This is an optimization exercise on Yosys and OpenROAD, whose aim is small area, not a production implementation.
In this exercise RTL edits were held to simulation tests only and were not proved equivalent to the original.
Power figures rest on the tool's default switching activity, not on a simulated workload.

// goStickMan
module goStickMan(clk, resetn, go, up, down, plot, x, y, colour, HEX2, HEX1, HEX0);
  input clk;
  input resetn;
  input go, up, down;
  output reg plot;
  output [7:0] x;
  output [6:0] y;
  output [2:0] colour;
  output [6:0] HEX2, HEX1, HEX0;
  localparam P_W = 3'd0, P_E = 3'd1, P_R1 = 3'd2, P_R2 = 3'd3, P_J = 3'd6, P_S = 3'd7;
  localparam PH_PRE = 2'd0, PH_DRAW = 2'd1, PH_PCLR = 2'd3, PH_CLR = 2'd2;
  localparam S_SC = 4'd0, S_SPR = 4'd4, S_SPRE = 4'd5, S_B3 = 4'd11, S_B0 = 4'd8,
             S_PREF = 4'd7, S_PREW = 4'd6;
  reg [2:0] pose;
  reg [1:0] ph;
  reg [3:0] seg;      
  reg [1:0] pass;     
  reg [11:0] score;
  reg [4:0] b;        
  reg [3:0] fl;       
  reg [3:0] lfsr;
  reg [7:0] xr;
  reg [6:0] yr;       
  assign colour = {3{ph[0]}};
  wire game = pose[1];
  wire isW = (pose[1:0] == 2'b00);
  wire isE = (pose[1:0] == 2'b01);
  wire hold = pose[2] & !pose[1];
  wire low = (seg[3:2] == 2'b00);           
  assign x = hold ? (isW ? 8'd48 : 8'd62) : xr;
  assign y = hold ? (isW ? 7'd56 : 7'd48) : yr - 7'd14 - (low ? 7'd48 : 7'd0) - ((seg == S_SPRE) ? 7'd4 : 7'd0);
  wire pclr = (ph == PH_PCLR);
  wire active = !pclr || game;
  wire blkseg = seg[3];
  wire [1:0] bj = seg[1:0];                 
  function [3:0] nib; input [1:0] s; input [11:0] sc;
    nib = (s == 2'd1) ? sc[3:0] : (s == 2'd2) ? sc[7:4] : sc[11:8];
  endfunction
  ...
Size: ~930 cells after synthesis, ~52 flip-flops, about 45 I/O pins, roughly 5800 sq um of cells after synthesis.
clock: 20.0 ns
lec_check: 0
abc_area: 1
cap_margin: 20
core_margin: 2
core_utilization: 30
cts_buf_list: sky130_fd_sc_hd__clkbuf_8
gpl_timing_driven: 0
slew_margin: 20
standard.sh (not shown) runs the stock make flow with config.mk's settings and CLKGATE_MAP_FILE= SYNTH_SCRIPT=/design/flow/synth_recipe.tcl, a recipe that flattens the netlist after the stock synthesis.
==> flow/flow/run.sh <==
#!/bin/bash
# Own layout flow: the standard ORFS flow (standard.sh) with synthesis and buffering choices:
#  - flow/own.mk is added to the ORFS config: it keeps the half/full adder cells out
#    (DONT_USE_CELLS), so Yosys's adder extraction leaves that logic to ABC; it buffers the
#    ports, and the wires Yosys would leave as assignments, with the smallest buffer cell;
#    and it builds the clock tree from clkbuf_8 cells without dummy loads;
#  - ABC maps with flow/abc_area.script from several random seeds, run in parallel, and the
#    smallest result is kept (flow/own_synth.tcl).
# Registers, floorplan, power grid, placement, clock tree and routing come from the standard
# flow's steps.
set -euo pipefail
here=$(pwd)
cat config.mk flow/own.mk > own_config.mk
sed "s#source \$::env(SCRIPTS_DIR)/synth.tcl#source $here/flow/own_synth.tcl#" synth_recipe.tcl > own_synth_top.tcl
sed -e "s#DESIGN_CONFIG=[^ ]*#DESIGN_CONFIG=$here/own_config.mk#" \
    -e "s#SYNTH_SCRIPT=[^ ]*#SYNTH_SCRIPT=$here/own_synth_top.tcl#" standard.sh > own_standard.sh
export OWN_ABC_SCRIPT=$here/flow/abc_area.script
export OWN_ABC_DIR=$here/abc_runs
export OWN_ABC_SEEDS="1 2 3 4 5 6 7 8 9 10 11 12 13 14 15 16"
bash own_standard.sh > flow_make.log 2>&1
==> flow/flow/abc_area.script <==
strash
&get -n
&fraig -x
&put
scorr
dc2
strash
&get -n
&deepsyn -J 100 -T 1800 -S @SEED@
&put
strash
&get -n
&dch -f
&nf -a -R 1000 -C 32 -F 8 -A 8 -p
&put
strash
&get -n
&dch -f
&nf -a -R 1000 -C 32 -F 8 -A 8 -p
&put
topo
stime -c
==> flow/flow/own.mk <==
export DONT_USE_CELLS += sky130_fd_sc_hd__ha_1 sky130_fd_sc_hd__fa_1
export BUFFER_PORTS_ARGS = -buffer_cell sky130_fd_sc_hd__buf_1
override export MIN_BUF_CELL_AND_PORTS = sky130_fd_sc_hd__buf_1 A X
export CTS_ARGS = -sink_clustering_enable -repair_clock_nets -buf_list sky130_fd_sc_hd__clkbuf_8 -dont_use_dummy_load
Other scripts of this flow, unchanged in this note and not shown: flow/flow/own_synth.tcl
The first run went through all stages and came out clean.
==> next run, changes <==
--- a/flow/flow/run.sh
+++ b/flow/flow/run.sh
@@ -2,11 +2,9 @@
 # Own layout flow: the standard ORFS flow (standard.sh) with synthesis and buffering choices:
 #  - flow/own.mk is added to the ORFS config: it keeps the half/full adder cells out
-#    (DONT_USE_CELLS), so Yosys's adder extraction leaves that logic to ABC; it buffers the
-#    ports, and the wires Yosys would leave as assignments, with the smallest buffer cell;
-#    and it builds the clock tree from clkbuf_8 cells without dummy loads;
+#    (DONT_USE_CELLS), so Yosys's adder extraction leaves that logic to ABC, and buffers the
+#    ports with the smallest buffer cell;
 #  - ABC maps with flow/abc_area.script from several random seeds, run in parallel, and the
 #    smallest result is kept (flow/own_synth.tcl).
-# Registers, floorplan, power grid, placement, clock tree and routing come from the standard
-# flow's steps.
+# Registers, floorplan, power grid, placement, CTS and routing are the standard flow's.
 set -euo pipefail
 here=$(pwd)
--- a/flow/flow/abc_area.script
+++ b/flow/flow/abc_area.script
@@ -7,5 +7,5 @@
 strash
 &get -n
-&deepsyn -J 100 -T 1800 -S @SEED@
+&deepsyn -T 60 -S @SEED@
 &put
 strash
==> flow/flow/own.mk (replaced) <==
export DONT_USE_CELLS += sky130_fd_sc_hd__ha_1 sky130_fd_sc_hd__fa_1
export BUFFER_PORTS_ARGS = -buffer_cell sky130_fd_sc_hd__buf_1
override export MIN_BUF_CELL_AND_PORTS = sky130_fd_sc_hd__buf_1 A X
Effect: The new run completed without violations. Core utilization grows by 0.48 points. Total power grows by 3.0%. Routed wire length shrinks by 4.4%. Design area grows by 2.5%. Setup slack gets worse by 0.62 ns. Count of clock-buffer cells in the layout does not change. Hold slack hardly moves. Clock skew is about the same.
==> next run, changes <==
==> flow/flow/run.sh (replaced) <==
#!/bin/bash
# Own layout flow: the standard ORFS flow (standard.sh) with synthesis and buffering choices:
#  - flow/own.mk is added to the ORFS config: it keeps the half/full adder cells out
#    (DONT_USE_CELLS), so Yosys's adder extraction leaves that logic to ABC; it buffers the
#    ports, and the wires Yosys would leave as assignments, with the smallest buffer cell;
#    and it builds the clock tree from clkbuf_8 cells without dummy loads;
#  - ABC maps with flow/abc_area.script from several random seeds, run in parallel, and the
#    smallest result is kept (flow/own_synth.tcl).
# Registers, floorplan, power grid, placement, clock tree and routing come from the standard
# flow's steps.
set -euo pipefail
here=$(pwd)
cat config.mk flow/own.mk > own_config.mk
sed "s#source \$::env(SCRIPTS_DIR)/synth.tcl#source $here/flow/own_synth.tcl#" synth_recipe.tcl > own_synth_top.tcl
sed -e "s#DESIGN_CONFIG=[^ ]*#DESIGN_CONFIG=$here/own_config.mk#" \
    -e "s#SYNTH_SCRIPT=[^ ]*#SYNTH_SCRIPT=$here/own_synth_top.tcl#" standard.sh > own_standard.sh
export OWN_ABC_SCRIPT=$here/flow/abc_area.script
export OWN_ABC_DIR=$here/abc_runs
export OWN_ABC_SEEDS="1 2 3 4 5 6 7 8 9 10 11 12 13 14 15 16 17 18 19 20 21 22 23 24"
bash own_standard.sh > flow_make.log 2>&1
--- a/flow/flow/own.mk
+++ b/flow/flow/own.mk
@@ -2,2 +2,3 @@
 export BUFFER_PORTS_ARGS = -buffer_cell sky130_fd_sc_hd__buf_1
 override export MIN_BUF_CELL_AND_PORTS = sky130_fd_sc_hd__buf_1 A X
+export CTS_ARGS = -sink_clustering_enable -repair_clock_nets -buf_list sky130_fd_sc_hd__clkbuf_8 -dont_use_dummy_load
Effect:
- The changed run finished with timing, DRC and antenna clean
- routed wire length rose by 8.4%
- clock skew fell by 0.0037 ns
- via count rose by 3.1%
- clock-buffer cell count stays the same
- register-to-register slack is better by 0.94 ns
- final cell count rose by 2.1%
- die area rose by 0.98%
- worst setup slack is better by 0.94 ns
- sequential power rose by 12%
- area after synthesis rose by 1.0%

---

goStickMan, a different RTL version from the one above (not shown whole).
For scale: roughly 1,100 cells after synthesis, roughly 45 I/O pins.
clock: 20.0 ns
lec_check: 0
abc_area: 1
cap_margin: 20
core_margin: 2
core_utilization: 30
cts_buf_list: sky130_fd_sc_hd__clkbuf_8
slew_margin: 20
==> flow/flow/run.sh <==
#!/bin/bash
# Own layout flow: the standard ORFS flow (standard.sh) with synthesis and buffering choices:
#  - flow/own.mk is added to the ORFS config: it keeps the half/full adder cells out
#    (DONT_USE_CELLS), so Yosys's adder extraction leaves that logic to ABC, and buffers the
#    ports with the smallest buffer cell;
#  - ABC maps with flow/abc_area.script from several seeds in parallel and the smallest
#    result is kept (flow/own_synth.tcl).
# Registers, floorplan, power grid, placement, CTS and routing are the standard flow's.
set -euo pipefail
here=$(pwd)
cat config.mk flow/own.mk > own_config.mk
sed "s#source \$::env(SCRIPTS_DIR)/synth.tcl#source $here/flow/own_synth.tcl#" synth_recipe.tcl > own_synth_top.tcl
sed -e "s#DESIGN_CONFIG=[^ ]*#DESIGN_CONFIG=$here/own_config.mk#" \
    -e "s#SYNTH_SCRIPT=[^ ]*#SYNTH_SCRIPT=$here/own_synth_top.tcl#" standard.sh > own_standard.sh
export OWN_ABC_SCRIPT=$here/flow/abc_area.script
export OWN_ABC_DIR=$here/abc_runs
export OWN_ABC_SEEDS="1 2 3 4 5 6 7 8"
bash own_standard.sh > flow_make.log 2>&1
==> flow/flow/abc_area.script <==
strash
&get -n
&fraig -x
&put
scorr
dc2
strash
&get -n
&deepsyn -T 300 -S @SEED@
&put
strash
&get -n
&dch -f
&nf -a
&put
strash
&get -n
&dch -f
&nf -a
&put
strash
&get -n
&dch -f
&nf -a
&put
strash
&get -n
&dch -f
&nf -a
&put
strash
&get -n
&dch -f
&nf -a
&put
strash
&get -n
&dch -f
&nf -a
&put
topo
stime -c
==> flow/flow/own_synth.tcl <==
# ORFS's synth.tcl, read and run unchanged except its ABC call: own_abc runs ABC
# on the same input from several random seeds at once (flow/abc_area.script with
# @SEED@ replaced), and keeps the smallest mapped result.
proc own_abc {abc_args} {
  set dir $::env(OWN_ABC_DIR)
  file mkdir $dir
  set rest [lrange $abc_args 2 end]
  # ABC's read_lib / read_constr lines, as Yosys's abc pass writes them
  set readlib "read_lib"
  set lib ""
  set constr ""
  for {set i 0} {$i < [llength $rest]} {incr i} {
    set a [lindex $rest $i]
    if {$a eq "-dont_use"} { incr i; append readlib " -X \"[lindex $rest $i]\"" }
    if {$a eq "-liberty"} { incr i; set lib [lindex $rest $i] }
    if {$a eq "-constr"} { incr i; set constr [lindex $rest $i] }
  }
  append readlib " -w \"$lib\""
  # 1. write ABC's input network
  design -save own_pre
  set f [open $dir/capture.script w]
  puts $f "write_blif $dir/in.blif"
  puts $f "strash"
  puts $f "map"
  close $f
  abc -script $dir/capture.script {*}$rest
  design -load own_pre
  # 2. the seeds, in parallel
  set tf [open $::env(OWN_ABC_SCRIPT)]
  set template [read $tf]
  close $tf
  if {[info exists ::env(YOSYS_EXE)]} {
    set abcbin [file join [file dirname [file normalize $::env(YOSYS_EXE)]] yosys-abc]
  } else {
    set abcbin [auto_execok yosys-abc]
  }
  set sh [open $dir/run_all.sh w]
  foreach s $::env(OWN_ABC_SEEDS) {
    set f [open $dir/seed_$s.script w]
    puts $f [string map [list @SEED@ $s] $template]
    close $f
    set f [open $dir/run_$s.abc w]
    puts $f "read_blif $dir/in.blif"
    puts $f $readlib
    if {$constr ne ""} { puts $f "read_constr -v \"$constr\"" }
    puts $f "source $dir/seed_$s.script"
    puts $f "write_blif $dir/out_$s.blif"
    puts $f "print_stats"
    close $f
    puts $sh "$abcbin -f $dir/run_$s.abc > $dir/log_$s.txt 2>&1 &"
  }
  puts $sh "wait"
  close $sh
  exec bash $dir/run_all.sh
  # 3. the smallest
  set best ""
  set best_area 1e30
  foreach s $::env(OWN_ABC_SEEDS) {
    if {![file exists $dir/out_$s.blif]} continue
    set f [open $dir/log_$s.txt]
    set txt [read $f]
    close $f
    if {[regexp {area =\s*([0-9.]+)} [lindex [regexp -all -inline {area =\s*[0-9.]+} $txt] end] -> area]} {
      puts "own_abc: seed $s area $area"
      if {$area < $best_area} { set best_area $area; set best $s }
    }
  }
  if {$best eq ""} { error "own_abc: no ABC run finished" }
  puts "own_abc: keeping seed $best (area $best_area)"
  # 4. take it in through Yosys's abc pass
  set f [open $dir/take.script w]
  puts $f "read_blif $dir/out_$best.blif"
  close $f
  abc -script $dir/take.script {*}$rest
}
set own_f [open $::env(SCRIPTS_DIR)/synth.tcl]
set own_txt [read $own_f]
close $own_f
set own_old {log_cmd abc {*}$abc_args}
if { [string first $own_old $own_txt] < 0 } { error "own_synth.tcl: ABC call not found in synth.tcl" }
set own_txt [string map [list $own_old {own_abc $abc_args}] $own_txt]
eval $own_txt
Other scripts of this flow, unchanged in this note and not shown: flow/flow/own.mk
The first run completed with no timing, DRC or antenna violations.
Then changed:
--- a/flow/flow/run.sh
+++ b/flow/flow/run.sh
@@ -6,2 +6,2 @@
-#  - ABC maps with flow/abc_area.script from several seeds in parallel and the smallest
-#    result is kept (flow/own_synth.tcl).
+#  - ABC maps with flow/abc_area.script from several random seeds, run in parallel, and the
+#    smallest result is kept (flow/own_synth.tcl).
@@ -17 +17 @@
-export OWN_ABC_SEEDS="1 2 3 4 5 6 7 8"
+export OWN_ABC_SEEDS="1 2 3 4 5 6 7 8 9 10 11 12 13 14 15 16"
==> flow/flow/abc_area.script (replaced) <==
strash
&get -n
&fraig -x
&put
scorr
dc2
strash
&get -n
&deepsyn -T 60 -S @SEED@
&put
strash
&get -n
&dch -f
&nf -a -R 1000 -C 32 -F 8 -A 8 -p
&put
strash
&get -n
&dch -f
&nf -a -R 1000 -C 32 -F 8 -A 8 -p
&put
topo
stime -c
--- a/flow/flow/own_synth.tcl
+++ b/flow/flow/own_synth.tcl
@@ -50 +50 @@
-    puts $sh "$abcbin -f $dir/run_$s.abc > $dir/log_$s.txt 2>&1 &"
+    puts $sh "$abcbin -f $dir/run_$s.abc > $dir/log_$s.txt 2>&1"
@@ -52 +51,0 @@
-  puts $sh "wait"
@@ -54 +53,6 @@
-  exec bash $dir/run_all.sh
+  set jobs 8
+  if {[info exists ::env(NUM_CORES)]} { set jobs $::env(NUM_CORES) }
+  set sh [open $dir/run_par.sh w]
+  puts $sh "xargs -P $jobs -I CMD bash -c CMD < $dir/run_all.sh"
+  close $sh
+  exec bash $dir/run_par.sh
After rerunning:
- die area falls by 2.1%
- final cell count falls by 1.8%
- final area falls by 1.6%
- power rises by 17%
- routed wire length falls by 8.4%
- worst setup slack degrades by 1300 ps
- via count falls by 2.8%
- first-iteration DRC count rises by 21%

---

goStickMan, a different RTL version from the one above (not shown whole).
Size: roughly 1200 cells after synthesis, ~53 flip-flops, roughly 45 I/O pins, ~0.0073 mm^2 of cells after synthesis.
export LEC_CHECK = 0
export ABC_AREA = 1
export CAP_MARGIN = 20
export CORE_MARGIN = 2
export CORE_UTILIZATION = 30
export SLEW_MARGIN = 20
create_clock -name core_clock -period 20.0 [get_ports {clk}]
==> flow/flow/run.sh <==
#!/bin/bash
# Own layout flow: the standard ORFS flow (standard.sh), with two synthesis changes:
#  - the half/full adder cells are kept out (DONT_USE_CELLS), so Yosys's adder extraction
#    leaves that logic to ABC instead of fixing it into adder cells;
#  - ABC maps with flow/abc_area.script (several choice-based area mapping rounds).
# Everything else (registers, floorplan, power grid, placement, CTS, routing) is the standard flow.
set -euo pipefail
here=$(pwd)
cp config.mk own_config.mk
echo 'export DONT_USE_CELLS += sky130_fd_sc_hd__ha_1 sky130_fd_sc_hd__fa_1' >> own_config.mk
# synthesis script: synth_recipe.tcl with ABC's script swapped
sed "s#source \$::env(SCRIPTS_DIR)/synth.tcl#source $here/flow/own_synth.tcl#" synth_recipe.tcl > own_synth_top.tcl
sed -e "s#DESIGN_CONFIG=[^ ]*#DESIGN_CONFIG=$here/own_config.mk#" \
    -e "s#SYNTH_SCRIPT=[^ ]*#SYNTH_SCRIPT=$here/own_synth_top.tcl#" standard.sh > own_standard.sh
export OWN_ABC_SCRIPT=$here/flow/abc_area.script
bash own_standard.sh > flow_make.log 2>&1
==> flow/flow/abc_area.script <==
strash
&get -n
&fraig -x
&put
scorr
dc2
strash
&get -n
&dch -f
&nf -a 
&put
strash
&get -n
&dch -f
&nf -a 
&put
strash
&get -n
&dch -f
&nf -a 
&put
strash
&get -n
&dch -f
&nf -a 
&put
strash
&get -n
&dch -f
&nf -a 
&put
strash
&get -n
&dch -f
&nf -a 
&put
strash
&get -n
&dch -f
&nf -a 
&put
strash
&get -n
&dch -f
&nf -a 
&put
strash
&get -n
&dch -f
&nf -a 
&put
strash
&get -n
&dch -f
&nf -a 
&put
topo
stime -c
upsize -c
dnsize -c
==> flow/flow/own_synth.tcl <==
# ORFS's synth.tcl, read and run unchanged except that its ABC call uses $OWN_ABC_SCRIPT.
set own_f [open $::env(SCRIPTS_DIR)/synth.tcl]
set own_txt [read $own_f]
close $own_f
set own_old {log_cmd abc {*}$abc_args}
if { [string first $own_old $own_txt] < 0 } { error "own_synth.tcl: ABC call not found in synth.tcl" }
set own_txt [string map [list $own_old {log_cmd abc -script $::env(OWN_ABC_SCRIPT) {*}[lrange $abc_args 2 end]}] $own_txt]
eval $own_txt
Then changed:
==> flow/flow/run.sh (replaced) <==
#!/bin/bash
# Own layout flow: the standard ORFS flow (standard.sh) with synthesis and buffering choices:
#  - flow/own.mk is added to the ORFS config: it keeps the half/full adder cells out
#    (DONT_USE_CELLS), so Yosys's adder extraction leaves that logic to ABC, and buffers the
#    ports with the smallest buffer cell;
#  - ABC maps with flow/abc_area.script (several choice-based area mapping rounds).
# Registers, floorplan, power grid, placement, CTS and routing are the standard flow's.
set -euo pipefail
here=$(pwd)
cat config.mk flow/own.mk > own_config.mk
sed "s#source \$::env(SCRIPTS_DIR)/synth.tcl#source $here/flow/own_synth.tcl#" synth_recipe.tcl > own_synth_top.tcl
sed -e "s#DESIGN_CONFIG=[^ ]*#DESIGN_CONFIG=$here/own_config.mk#" \
    -e "s#SYNTH_SCRIPT=[^ ]*#SYNTH_SCRIPT=$here/own_synth_top.tcl#" standard.sh > own_standard.sh
export OWN_ABC_SCRIPT=$here/flow/abc_area.script
bash own_standard.sh > flow_make.log 2>&1
==> flow/flow/abc_area.script (replaced) <==
strash
&get -n
&fraig -x
&put
scorr
dc2
strash
&get -n
&deepsyn -T 300
&put
strash
&get -n
&dch -f
&nf -a
&put
strash
&get -n
&dch -f
&nf -a
&put
strash
&get -n
&dch -f
&nf -a
&put
strash
&get -n
&dch -f
&nf -a
&put
strash
&get -n
&dch -f
&nf -a
&put
strash
&get -n
&dch -f
&nf -a
&put
topo
stime -c
upsize -c
dnsize -c
==> flow/flow/own.mk (new file) <==
export DONT_USE_CELLS += sky130_fd_sc_hd__ha_1 sky130_fd_sc_hd__fa_1
export BUFFER_PORTS_ARGS = -buffer_cell sky130_fd_sc_hd__buf_1
Settings changed: CTS_BUF_LIST from default to sky130_fd_sc_hd__clkbuf_8.
After rerunning:
- routed wire length came out lower by 3.4%
- clock-buffer cell count drops by 3
- synthesized cell count falls by 11%
- non-clock buffer count increases by 2
- design area falls by 9.1%
- worst setup slack improved by 0.96 ns
- critical path depth falls by 3
- clock skew climbs by 0.0094 ns
- sequential share of layout area increases by 1.5 points
- first-iteration DRC count goes down by 21%
- clock power decreases by 28%

## static timing again, ports no longer ideal
How much do the figures lean on ideal ports? The routed layouts below were timed once more, with nothing changed but the port constraints. Step 1 (the two cells are an assumption about what drives the block):
set clk [get_ports {clk}]
set_driving_cell -lib_cell sky130_fd_sc_hd__clkbuf_16 $clk
set_driving_cell -lib_cell sky130_fd_sc_hd__buf_2 [delete_from_list [all_inputs] $clk]
Step 2 times the ports against the registers' clock, not the clock port: input delays grow and output delays shrink by t, the midpoint of the rising clock arrivals with the driver on. Slacks: ideal ports / drivers / drivers and shift; pairs: ideal ports / drivers.
run | shift t [ns] | setup WS [ns] | worst hold slack (ns) | worst setup path at the end | worst slew at a driven data input, ns
the first run of note 1 | 0.337 | 10.112 / 10.112 / 10.112 | 0.442 / 0.442 / 0.442 | register to register | 0.03
the second run of note 1 | 0.345 | 9.495 / 9.495 / 9.495 | 0.440 / 0.440 / 0.440 | register to register | 0.03
the third run of note 1 | 0.337 | 10.437 / 10.437 / 10.437 | 0.449 / 0.449 / 0.449 | register to register | 0.03
the first run of note 2 | 0.353 | 13.340 / 13.311 / 13.596 | 0.439 / 0.439 / 0.439 | register to register | 0.03
the second run of note 2 | 0.352 | 12.076 / 12.076 / 12.076 | 0.447 / 0.447 / 0.447 | register to register | 0.03
the first run of note 3 | 0.336 | 12.620 / 12.581 / 12.917 | 0.436 / 0.436 / 0.436 | register to output | 0.03
the second run of note 3 | 0.353 | 13.575 / 13.546 / 13.898 | 0.448 / 0.448 / 0.448 | register to output | 0.03
After both steps setup and hold are still met in every run listed.
